This design comes from an exercise in tuning for small area, a short achievable clock period and few clock cycles on the open sky130 flow, not from production work.
Only simulation tests tie the RTL to the original design; equivalence was not proved.

==> inputs of run a <==
// sphere_decoder
module sphere_decoder #(
    parameter WI = 10
)(
    input Clk,
    input Reset,
    input in_valid,
    input flagChannelorData,
    input [ (4*2*WI)-1 : 0] InData,
    output [11 : 0] OutData,
    output out_valid
);
    integer i, j, k;
    function [9:0] h10;
        input [9:0] x;
        reg [15:0] xe, s1, c1, s2, c2, t;
        begin
            xe = {{6{x[9]}}, x};
            s1 = xe ^ (xe << 2) ^ (xe << 3);
            c1 = ((xe & (xe << 2)) | (xe & (xe << 3)) | ((xe << 2) & (xe << 3))) << 1;
            s2 = s1 ^ c1 ^ (xe << 5);
            c2 = ((s1 & c1) | (s1 & (xe << 5)) | (c1 & (xe << 5))) << 1;
            t = s2 + c2;
            h10 = t[15:6];
        end
    endfunction
    function le10;
        input [9:0] a, b;
        reg [9:0] g, l;
        reg [4:0] g1, l1;
        reg [2:0] g2, l2;
        reg gg;
        integer q;
        begin
            g = a & ~b;
            l = ~a & b;
            for (q = 0; q < 5; q = q + 1) begin
                g1[q] = g[2*q+1] | (~l[2*q+1] & g[2*q]);
                l1[q] = l[2*q+1] | (~g[2*q+1] & l[2*q]);
            end
            g2[0] = g1[1] | (~l1[1] & g1[0]);  l2[0] = l1[1] | (~g1[1] & l1[0]);
            g2[1] = g1[3] | (~l1[3] & g1[2]);  l2[1] = l1[3] | (~g1[3] & l1[2]);
            g2[2] = g1[4];                     l2[2] = l1[4];
            gg = g2[1] | (~l2[1] & g2[0]);
            le10 = ~(g2[2] | (~l2[2] & gg));
        end
    endfunction
    reg [1:0]  bc;           
    reg        fresh;        
    reg        run;          
    reg [5:0]  cnt;          
    reg        ov_r;
    wire start = in_valid & ~flagChannelorData & (~run | ov_r);
    reg [19:0] ch [0:9];
    reg [19:0] zr [0:3];
    always @(posedge Clk) begin
        if (bc == 2'd0) begin
            ch[0] <= InData[19:0];  ch[1] <= InData[39:20];
            ch[2] <= InData[59:40]; ch[3] <= InData[79:60];
        end
        if (bc == 2'd1) begin
            ch[4] <= InData[19:0];  ch[5] <= InData[39:20];
            ch[6] <= InData[59:40]; ch[7] <= InData[79:60];
        end
        if (bc == 2'd2) begin
            ch[8] <= InData[19:0];  ch[9] <= InData[39:20];
        end
        if (~run | ov_r) begin
            zr[0] <= InData[19:0];  zr[1] <= InData[39:20];
  ...
export LEC_CHECK = 0
export CAP_MARGIN = 20
export CORE_MARGIN = 2
export CORE_UTILIZATION = 30
export PLACE_DENSITY = 0.45
export SETUP_SLACK_MARGIN = 5
export SLEW_MARGIN = 20
create_clock -name core_clock -period 10.0 [get_ports {Clk}]
run.sh (not shown) runs the stock make flow with config.mk's settings and CLKGATE_MAP_FILE= SYNTH_SCRIPT=/design/flow/synth_recipe.tcl, a recipe that flattens the netlist after the stock synthesis.
==> run b: changes against run a <==
--- a/flow/design.v
+++ b/flow/design.v
@@ -48,11 +48,11 @@
     reg [1:0]  bc;           
     reg        fresh;        
     reg        run;          
     reg [5:0]  cnt;          
     reg        ov_r;
-    wire start = in_valid & ~flagChannelorData & (~run | ov_r);
+    wire start = in_valid & ~flagChannelorData & ~run;
     reg [19:0] ch [0:9];
     reg [19:0] zr [0:3];
     always @(posedge Clk) begin
         if (bc == 2'd0) begin
             ch[0] <= InData[19:0];  ch[1] <= InData[39:20];
@@ -63,11 +63,11 @@
             ch[6] <= InData[59:40]; ch[7] <= InData[79:60];
         end
         if (bc == 2'd2) begin
             ch[8] <= InData[19:0];  ch[9] <= InData[39:20];
         end
-        if (~run | ov_r) begin
+        if (!run) begin
             zr[0] <= InData[19:0];  zr[1] <= InData[39:20];
             zr[2] <= InData[59:40]; zr[3] <= InData[79:60];
         end
     end
     reg [3:0] lay;           
@@ -77,11 +77,11 @@
     reg       d_first, d_hold, d_last;
     reg [9:0] h_sel;         
     reg [3:0] h_slot;        
     reg       h_dsel;        
     reg       h_clr;         
-    wire [5:0] nn = (run & ~ov_r) ? cnt + 6'd1 : (fresh ? 6'd61 : 6'd0);
+    wire [5:0] nn = run ? cnt + 6'd1 : (fresh ? 6'd61 : 6'd0);
     wire       nrun = start | (run & (cnt != 6'd34));
     always @(posedge Clk or posedge Reset) begin
         if (Reset) begin
             bc <= 2'd0;
             fresh <= 1'b0;
@@ -113,11 +113,11 @@
                 cnt <= nn;
             else
                 cnt <= 6'd0;
             if (start)
                 ov_r <= 1'b0;
-            else if (run & (cnt == 6'd33))
+            else if (run & (cnt == 6'd34))
                 ov_r <= 1'b1;
             if (nrun && nn >= 6'd1 && nn <= 6'd11)
                 lay <= 4'b0010;
             else if (nrun && nn >= 6'd12 && nn <= 6'd22)
                 lay <= 4'b0100;
@@ -267,13 +267,13 @@
     wire [9:0] ba_im = add4(zl[9:0], tim[1], tim[2], tim[3], nim[1], nim[2], nim[3]);
     reg [19:0] b_r;
     reg [9:0]  p_r;
     reg [8:0]  path_b;
     always @(posedge Clk) begin
-        b_r <= ({20{~run | ov_r}} & InData[79:60]) | ({20{hold_b}} & zr[3]) |
-               ({20{run & ~hold_b & ~ov_r}} & {ba_re, ba_im});
-        if (!run || hold_b || ov_r)
+        b_r <= ({20{~run}} & InData[79:60]) | ({20{hold_b}} & zr[3]) |
+               ({20{run & ~hold_b}} & {ba_re, ba_im});
+        if (!run || hold_b)
             p_r <= 10'd0;
         else
             p_r <= par[18:9];
         path_b <= par[8:0];
     end
@@ -386,10 +386,7 @@
             Lr[i] <= {mo[i][21:12], mo[i][8:0]};
         if (d_last)
             for (i = 0; i < 3; i = i + 1)
                 S[i] <= {mo[i+5][21:12], mo[i+5][8:0]};
     end
-    wire        of34 = run & ov_r;
-    wire [11:0] outp = (of34 & ~le10(L[0][21:12], srt[0][12:3])) ?
-                       {path_d, srt[0][2:0]} : L[0][11:0];
-    assign OutData = {outp[2:0], outp[5:3], outp[8:6], outp[11:9]};
+    assign OutData = {L[0][2:0], L[0][5:3], L[0][8:6], L[0][11:9]};
 endmodule
Settings changed: CAP_MARGIN 20 to 30, SLEW_MARGIN 20 to 30.
==> run c: changes against run a <==
--- a/flow/design.v
+++ b/flow/design.v
@@ -48,11 +48,11 @@
     reg [1:0]  bc;           
     reg        fresh;        
     reg        run;          
     reg [5:0]  cnt;          
     reg        ov_r;
-    wire start = in_valid & ~flagChannelorData & (~run | ov_r);
+    wire start = in_valid & ~flagChannelorData & ~run;
     reg [19:0] ch [0:9];
     reg [19:0] zr [0:3];
     always @(posedge Clk) begin
         if (bc == 2'd0) begin
             ch[0] <= InData[19:0];  ch[1] <= InData[39:20];
@@ -63,11 +63,11 @@
             ch[6] <= InData[59:40]; ch[7] <= InData[79:60];
         end
         if (bc == 2'd2) begin
             ch[8] <= InData[19:0];  ch[9] <= InData[39:20];
         end
-        if (~run | ov_r) begin
+        if (!run) begin
             zr[0] <= InData[19:0];  zr[1] <= InData[39:20];
             zr[2] <= InData[59:40]; zr[3] <= InData[79:60];
         end
     end
     reg [3:0] lay;           
@@ -77,11 +77,11 @@
     reg       d_first, d_hold, d_last;
     reg [9:0] h_sel;         
     reg [3:0] h_slot;        
     reg       h_dsel;        
     reg       h_clr;         
-    wire [5:0] nn = (run & ~ov_r) ? cnt + 6'd1 : (fresh ? 6'd61 : 6'd0);
+    wire [5:0] nn = run ? cnt + 6'd1 : (fresh ? 6'd61 : 6'd0);
     wire       nrun = start | (run & (cnt != 6'd34));
     always @(posedge Clk or posedge Reset) begin
         if (Reset) begin
             bc <= 2'd0;
             fresh <= 1'b0;
@@ -113,11 +113,11 @@
                 cnt <= nn;
             else
                 cnt <= 6'd0;
             if (start)
                 ov_r <= 1'b0;
-            else if (run & (cnt == 6'd33))
+            else if (run & (cnt == 6'd34))
                 ov_r <= 1'b1;
             if (nrun && nn >= 6'd1 && nn <= 6'd11)
                 lay <= 4'b0010;
             else if (nrun && nn >= 6'd12 && nn <= 6'd22)
                 lay <= 4'b0100;
@@ -267,13 +267,13 @@
     wire [9:0] ba_im = add4(zl[9:0], tim[1], tim[2], tim[3], nim[1], nim[2], nim[3]);
     reg [19:0] b_r;
     reg [9:0]  p_r;
     reg [8:0]  path_b;
     always @(posedge Clk) begin
-        b_r <= ({20{~run | ov_r}} & InData[79:60]) | ({20{hold_b}} & zr[3]) |
-               ({20{run & ~hold_b & ~ov_r}} & {ba_re, ba_im});
-        if (!run || hold_b || ov_r)
+        b_r <= ({20{~run}} & InData[79:60]) | ({20{hold_b}} & zr[3]) |
+               ({20{run & ~hold_b}} & {ba_re, ba_im});
+        if (!run || hold_b)
             p_r <= 10'd0;
         else
             p_r <= par[18:9];
         path_b <= par[8:0];
     end
@@ -386,10 +386,7 @@
             Lr[i] <= {mo[i][21:12], mo[i][8:0]};
         if (d_last)
             for (i = 0; i < 3; i = i + 1)
                 S[i] <= {mo[i+5][21:12], mo[i+5][8:0]};
     end
-    wire        of34 = run & ov_r;
-    wire [11:0] outp = (of34 & ~le10(L[0][21:12], srt[0][12:3])) ?
-                       {path_d, srt[0][2:0]} : L[0][11:0];
-    assign OutData = {outp[2:0], outp[5:3], outp[8:6], outp[11:9]};
+    assign OutData = {L[0][2:0], L[0][5:3], L[0][8:6], L[0][11:9]};
 endmodule
Settings changed: CORE_UTILIZATION 30 to 25, PLACE_DENSITY 0.45 to not set.
==> results.txt <==
item                                                                          run a                     run c                     run b
Number of gates given a new drive strength after cts                            315                       144                       162
Met2 Routed Length                                                           157 mm                    144 mm                    159 mm
Wire length reported by the detailed router                                  360 mm                    352 mm                    365 mm
Fraction of cell area in non-clock buffers                                    6.33%                     5.51%                     5.55%
Met1 Use GR                                                                   38.2%                     30.9%                     38.1%
Fin crit share                                                                59.1%                     51.0%                     51.1%
Leading cell type in the layout, fill and taps excluded    sky130_fd_sc_hd__a22oi_1  sky130_fd_sc_hd__nand2_1  sky130_fd_sc_hd__nand2_1
Synthesized net count                                                          8032                      8288                      8288
Met3 Routed Length                                                          36.6 mm                   47.2 mm                   37.0 mm
Sort of element at the end of the critical path                      primary output                      flop                      flop
Number of placed instances, taps included                                     10200                     11100                     10500
Most used standard cell by instance count after synthesis  sky130_fd_sc_hd__a22oi_1  sky130_fd_sc_hd__nand2_1  sky130_fd_sc_hd__nand2_1
GR met3 Demand/Resource                                                       7.67%                     8.07%                     7.08%
Endpoint of the worst setup timing path                                  OutData[7]                  S[2][17]                  S[1][14]
Vias                                                                          66800                     70400                     68300
Area of the core                                                        224000 um^2               276000 um^2               229000 um^2
Result of the run                                                    finished clean            finished clean            finished clean
Clock buffer instance count of the final layout                                 138                       116                       137
Testbench counts of run a, summed over its fixed seeds: cycles 13,488.
Testbench counts of run b, summed over its fixed seeds: cycles 13,872.
Testbench counts of run c, summed over its fixed seeds: cycles 13,872.

## re-timing with driven ports
How much do the figures lean on ideal ports? The routed layouts below were timed once more, with nothing changed but the port constraints. Step 1 assumes that a clkbuf_16 drives the clock port and a buf_2 every other input. Step 2, shift: input delay + t, output delay - t, t = (earliest + latest rising clock arrival at the registers) / 2. This alone moves slack from input paths to output paths. Three values: ideal ports, drivers, drivers and shift; two values: the first two.
run | t, ns | setup WS [ns] | hold slack, ns | clock arrival spread, ns | slew at the worst register clock pin (ns)
run a | 0.859 | 4.093 / 3.998 / 4.755 | 0.323 / 0.323 / 0.323 | 0.119 / 0.120 | 0.11 / 0.11
run b | 0.847 | 4.886 / 4.886 / 4.886 | 0.327 / 0.327 / 0.327 | 0.133 / 0.133 | 0.08 / 0.08
run c | 0.819 | 4.903 / 4.903 / 4.903 | 0.322 / 0.322 / 0.322 | 0.112 / 0.112 | 0.08 / 0.08
After both steps every run listed still meets setup and hold.
